This design comes from an exercise in tuning for small area, a short achievable clock period and few clock cycles per item on the open sky130 flow, not from production work. The RTL was checked by simulation tests, not by an equivalence proof against the original design. No activity file was given, so power comes from the tool's default toggle rates.

==> flow/design.v <==
`timescale 1ns / 1ps
module ALU_unit(ctrl_sig,in1,in2,result);
    input [10:0] ctrl_sig;
    input [31:0] in1;
    input [31:0] in2;
    output [31:0] result;
    wire sub   = ctrl_sig[0];
    wire s_add = ctrl_sig[1];
    wire s_lt  = ctrl_sig[2];
    wire s_ltu = ctrl_sig[3];
    wire s_sh  = ctrl_sig[4];
    wire left  = ctrl_sig[5];
    wire arith = ctrl_sig[6];
    wire [3:0] tt = ctrl_sig[10:7];
    wire [33:0] sum_w = {1'b0,in1,1'b1} + {1'b0,in2,sub};
    wire [32:0] sum = sum_w[33:1];
    wire ltu = !sum[32];
    wire eq = &(in1 ^ in2);
    wire lt = (in1[31] == in2[31]) ? in1[31] : (in1[31] ? (!ltu && !eq) : ltu);
    wire cmp = (s_lt && lt) || (s_ltu && ltu);
    wire [31:0] logic_r = ({32{tt[3]}} & in1 & in2) | ({32{tt[2]}} & in1 & ~in2) |
                          ({32{tt[1]}} & ~in1 & in2);
    wire [31:0] in1_rev;
    genvar i;
    generate
      for (i = 0; i < 32; i = i + 1) begin : rev_in
        assign in1_rev[i] = in1[31-i];
      end
    endgenerate
    wire [31:0] sh_in = left ? in1_rev : in1;
    wire fill = arith && in1[31];
    wire [63:0] sh_wide = {{32{fill}}, sh_in} >> in2[4:0];
    wire [31:0] sh_r = sh_wide[31:0];
    wire [31:0] sh_rev;
    generate
      for (i = 0; i < 32; i = i + 1) begin : rev_out
        assign sh_rev[i] = sh_r[31-i];
      end
    endgenerate
    wire [31:0] sh_out = left ? sh_rev : sh_r;
    assign result = ({32{s_add}} & sum[31:0]) | ({32{s_sh}} & sh_out) |
                    logic_r | {31'b0, cmp};
endmodule
`timescale 1ns / 1ps
module control_unit(load,f7nz,func,ctrl_sig);
    input load;
    input f7nz;
    input [2:0] func;
    output reg [10:0] ctrl_sig;
    always@(*)
      if (load)
        ctrl_sig = {4'b1110,7'b0000000};         
      else if (!f7nz)
        case (func)
          3'b000: ctrl_sig = {4'b0000,7'b0000010};   
          3'b001: ctrl_sig = {4'b0000,7'b0110000};   
          3'b010: ctrl_sig = {4'b0000,7'b0000101};   
          3'b011: ctrl_sig = {4'b0000,7'b0001001};   
          3'b100: ctrl_sig = {4'b0110,7'b0000000};   
          3'b101: ctrl_sig = {4'b0000,7'b0010000};   
          3'b110: ctrl_sig = {4'b1110,7'b0000000};   
          default: ctrl_sig = {4'b1000,7'b0000000};  
        endcase
      else if (func == 3'b000)
        ctrl_sig = {4'b0000,7'b0000011};             
      else
        ctrl_sig = {4'b0000,7'b1010000};             
endmodule
`timescale 1ns / 1ps
module rd_group(d0,s0,d1,s1,d2,s2,y_n);
input d0,s0,d1,s1,d2,s2;
output y_n;
assign y_n = ~((d0 & s0) | (d1 & s1) | (d2 & s2));
endmodule
module rd_port(regs,sel,x0,xs0,x1,xs1,data);
input [1023:0] regs;
input [31:0] sel;
input [31:0] x0;
input xs0;
input [31:0] x1;
input xs1;
output [31:0] data;
genvar j, g;
generate
  for (j = 0; j < 32; j = j + 1) begin : bit_
    wire [11:0] gn;
    for (g = 0; g < 10; g = g + 1) begin : grp
      rd_group G(regs[(3*g)*32+j],sel[3*g],regs[(3*g+1)*32+j],sel[3*g+1],
                 regs[(3*g+2)*32+j],sel[3*g+2],gn[g]);
    end
    rd_group G10(regs[30*32+j],sel[30],regs[31*32+j],sel[31],x0[j],xs0,gn[10]);
    assign gn[11] = ~(x1[j] & xs1);
    assign data[j] = ~&gn;
  end
endgenerate
endmodule
module reg_bank(clk,rs1_hi,rs1_lo,rs2_hi,rs2_lo,ld_en,ld_data,fw1_en,fw2_en,
                rs1_data,rs2_data,rd_addr,rd_data,rd_we);
input  clk;
input [3:0] rs1_hi;
input [7:0] rs1_lo;
input [3:0] rs2_hi;
input [7:0] rs2_lo;
input ld_en;
input [31:0] ld_data;
input fw1_en;
input fw2_en;
output [31:0] rs1_data;
output [31:0] rs2_data;
input [4:0] rd_addr;
input [31:0] rd_data;
input rd_we;
 reg [31:0] Reg[0:31];
 wire [1023:0] regs;
 wire [31:0] sel1;
 wire [31:0] sel2;
 genvar i;
 generate
   for (i = 0; i < 32; i = i + 1) begin : flat
     assign regs[i*32+31:i*32] = Reg[i];
     assign sel1[i] = rs1_hi[i/8] && rs1_lo[i%8];
     assign sel2[i] = rs2_hi[i/8] && rs2_lo[i%8];
   end
 endgenerate
 rd_port P1(regs,sel1,rd_data,fw1_en,ld_data,ld_en,rs1_data);
 rd_port P2(regs,sel2,rd_data,fw2_en,32'b0,1'b0,rs2_data);
 always@ (posedge clk)
   begin
     if (rd_we)
       Reg[rd_addr] <= rd_data;
   end
endmodule
`timescale 1ns / 1ps
module fetch_decode_unit(clk,rst,in_valid,in_load,in_instr,in_data,
                         f_valid,f_load,f_data,f_rd,f_func,f_f7nz);
    input clk;
    input rst;
    input in_valid;
    input in_load;
    input [31:0] in_instr;
    input [31:0] in_data;
    output reg f_valid;
    output reg f_load;
    output reg [31:0] f_data;
    output reg [4:0] f_rd;
    output reg [2:0] f_func;
    output reg f_f7nz;
    always@(posedge clk)
    begin
      if (rst)
        f_valid <= 1'b0;
      else
        f_valid <= in_valid;
      f_load <= in_load;
      f_data <= in_data;
      f_rd <= in_instr[11:7];
      f_func <= in_instr[14:12];
      f_f7nz <= |in_instr[31:25];
    end
endmodule
`timescale 1ns / 1ps
module mips_rtype_core(clk,rst,in_valid,in_ready,in_load,in_instr,in_data,
                       out_valid,out_rd,out_data);
    input clk;
    input rst;
    input in_valid;
    output in_ready;
    input in_load;
    input [31:0] in_instr;
    input [31:0] in_data;
    output out_valid;
    output [4:0] out_rd;
    output [31:0] out_data;
    wire f_valid;
    wire f_load;
    wire [31:0] f_data;
    wire [4:0] f_rd;
    wire [2:0] f_func;
    wire f_f7nz;
    fetch_decode_unit IF_ID(clk,rst,in_valid,in_load,in_instr,in_data,
                            f_valid,f_load,f_data,f_rd,f_func,f_f7nz);
    reg x_valid;
    reg [4:0] x_rd;
    wire [31:0] result;
    wire [31:0] r_op1;
    wire [31:0] r_op2;
    reg [31:0] x_op1;
    reg [31:0] x_op2;
    wire [10:0] ctrl_sig;
    reg [10:0] x_ctrl;
    reg w_valid;
    reg [4:0] w_rd;
    reg [31:0] w_data;
    wire [4:0] in_rs1 = in_instr[19:15];
    wire [4:0] in_rs2 = in_instr[24:20];
    wire p1x = f_valid && f_rd == in_rs1;
    wire p2x = f_valid && f_rd == in_rs2;
    wire p1w = x_valid && x_rd == in_rs1;
    wire p2w = x_valid && x_rd == in_rs2;
    wire rd1 = !in_load && !p1x && !p1w;
    wire rd2 = !in_load && !p2x && !p2w;
    reg m1x, m2x, use_w1, use_w2;
    reg [3:0] rs1_hi;
    reg [7:0] rs1_lo;
    reg [3:0] rs2_hi;
    reg [7:0] rs2_lo;
    integer k;
    always@(posedge clk)
    begin
      m1x <= !in_load && p1x;
      m2x <= !in_load && p2x;
      use_w1 <= !in_load && !p1x && p1w;
      use_w2 <= !in_load && !p2x && p2w;
      for (k = 0; k < 4; k = k + 1)
        begin
          rs1_hi[k] <= rd1 && in_rs1[4:3] == k;
          rs2_hi[k] <= rd2 && in_rs2[4:3] == k;
        end
      for (k = 0; k < 8; k = k + 1)
        begin
          rs1_lo[k] <= in_rs1[2:0] == k;
          rs2_lo[k] <= in_rs2[2:0] == k;
        end
    end
    wire use_d1 = f_load;
    reg_bank Register(clk,rs1_hi,rs1_lo,rs2_hi,rs2_lo,use_d1,f_data,use_w1,use_w2,
                      r_op1,r_op2,w_rd,w_data,w_valid);
    control_unit IC(f_load,f_f7nz,f_func,ctrl_sig);
    always@(posedge clk)
    begin
      if (rst)
        x_valid <= 1'b0;
      else
        x_valid <= f_valid;
      x_rd <= f_rd;
      x_ctrl <= ctrl_sig;
      x_op1 <= r_op1 | (result & {32{m1x}});
      x_op2 <= (r_op2 | (result & {32{m2x}})) ^ {32{ctrl_sig[0]}};
    end
    ALU_unit IE(x_ctrl,x_op1,x_op2,result);
    always@(posedge clk)
    begin
      if (rst)
        w_valid <= 1'b0;
      else
        w_valid <= x_valid;
      w_rd <= x_rd;
      w_data <= result;
    end
    reg o_valid;
    reg [4:0] o_rd;
    reg [31:0] o_data;
    always@(posedge clk)
    begin
      if (rst)
        o_valid <= 1'b0;
      else
        o_valid <= x_valid;
      o_rd <= x_rd;
      o_data <= result;
    end
    assign in_ready = 1'b1;
    assign out_valid = o_valid;
    assign out_rd = o_rd;
    assign out_data = o_data;
endmodule
clock: 8.0 ns
lec_check: 0
cap_margin: 20
core_margin: 2
core_utilization: 40
cts_buf_list: sky130_fd_sc_hd__clkbuf_4 sky130_fd_sc_hd__clkbuf_8
cts_cluster_size: 20
setup_slack_margin: 5.0
slew_margin: 20
synth_hierarchical: 1
standard.sh (not shown) runs the stock make flow with config.mk's settings and CLKGATE_MAP_FILE= SYNTH_SCRIPT=/design/flow/synth_recipe.tcl, a recipe that flattens the netlist after the stock synthesis.
==> flow/flow/run.sh <==
#!/bin/bash
# The standard layout, with clock tree synthesis told not to add dummy loads,
# to cluster more registers under each leaf buffer and to use a strong root.
cd "$(dirname "$0")/.."
sed -n '1,200p' standard.sh > standard_sh_copy.log
export CTS_ARGS="-sink_clustering_enable -repair_clock_nets -dont_use_dummy_load -sink_clustering_size 16 -sink_clustering_max_diameter 60 -buf_list {sky130_fd_sc_hd__clkbuf_8 sky130_fd_sc_hd__clkbuf_16} -root_buf sky130_fd_sc_hd__clkbuf_16 -sink_clustering_buffer sky130_fd_sc_hd__clkbuf_8"
bash standard.sh > standard.log 2>&1
The baseline went through all stages and came out clean.
Testbench counts at the start, summed over its fixed seeds: cycles 24,016, items 24,000.
==> next run, changes <==
- SETUP_SLACK_MARGIN: 5.0 -> 4.8
What happened: The new run passed the timing, design-rule and antenna checks; first-iteration DRC count went down by 9.6%; via count fell by 2.3%; power went down by 4.5%; clock-buffer cell count is unchanged; worst setup slack loses 0.10 ns.
==> next run, changes <==
==> flow/flow/run.sh (replaced) <==
#!/bin/bash
# The standard layout, with clock tree synthesis told not to add dummy loads,
# to cluster more registers under each leaf buffer and to use a strong root.
cd "$(dirname "$0")/.."
sed -n '1,200p' standard.sh > standard_sh_copy.log
export CTS_ARGS="-sink_clustering_enable -repair_clock_nets -dont_use_dummy_load -sink_clustering_size 12 -sink_clustering_max_diameter 50 -buf_list {sky130_fd_sc_hd__clkbuf_8 sky130_fd_sc_hd__clkbuf_16} -root_buf sky130_fd_sc_hd__clkbuf_16 -sink_clustering_buffer sky130_fd_sc_hd__clkbuf_8"
bash standard.sh > standard.log 2>&1
- SETUP_SLACK_MARGIN: 4.8 -> 5.0
Design area came out higher by 4.5%.
Synthesized cell count stays the same.
Die area is unchanged.
Combinational power rose by 28%.
Critical path depth goes up by 2.
Total power grows by 9.7%.

## port drivers added, routing unchanged
How much do the figures lean on ideal ports? The routed layouts below were timed once more, with nothing changed but the port constraints. Step 1 (the two cells are an assumption about what drives the block):
set clk [get_ports {clk}]
set_driving_cell -lib_cell sky130_fd_sc_hd__clkbuf_16 $clk
set_driving_cell -lib_cell sky130_fd_sc_hd__buf_2 [delete_from_list [all_inputs] $clk]
Step 2 moves the port delays by t, midway between the first and last clock arrival at a register: inputs arrive t later, outputs are due t later. That takes back most of the time a late clock gives input paths. Slacks: no drivers / after step 1 / after step 2; pairs: no drivers / after step 1.
run | t (ns) | setup slack, ns | worst hold slack (ns) | clock arrival spread, ns | worst slew at a driven data input, ns
the first run | 0.735 | 4.898 / 4.898 / 4.608 | 0.386 / 0.386 / 0.386 | 0.140 / 0.140 | 0.10
the second run | 0.733 | 4.798 / 4.751 / 4.609 | 0.386 / 0.386 / 0.386 | 0.143 / 0.144 | 0.10
the third run | 0.799 | 4.835 / 4.835 / 4.604 | 0.368 / 0.368 / 0.368 | 0.114 / 0.114 | 0.09
After both steps every run listed still meets setup and hold. For the first run, which loses most, drivers alone change the setup slack by 0.000 ns; drivers and shift together by -0.290 ns.
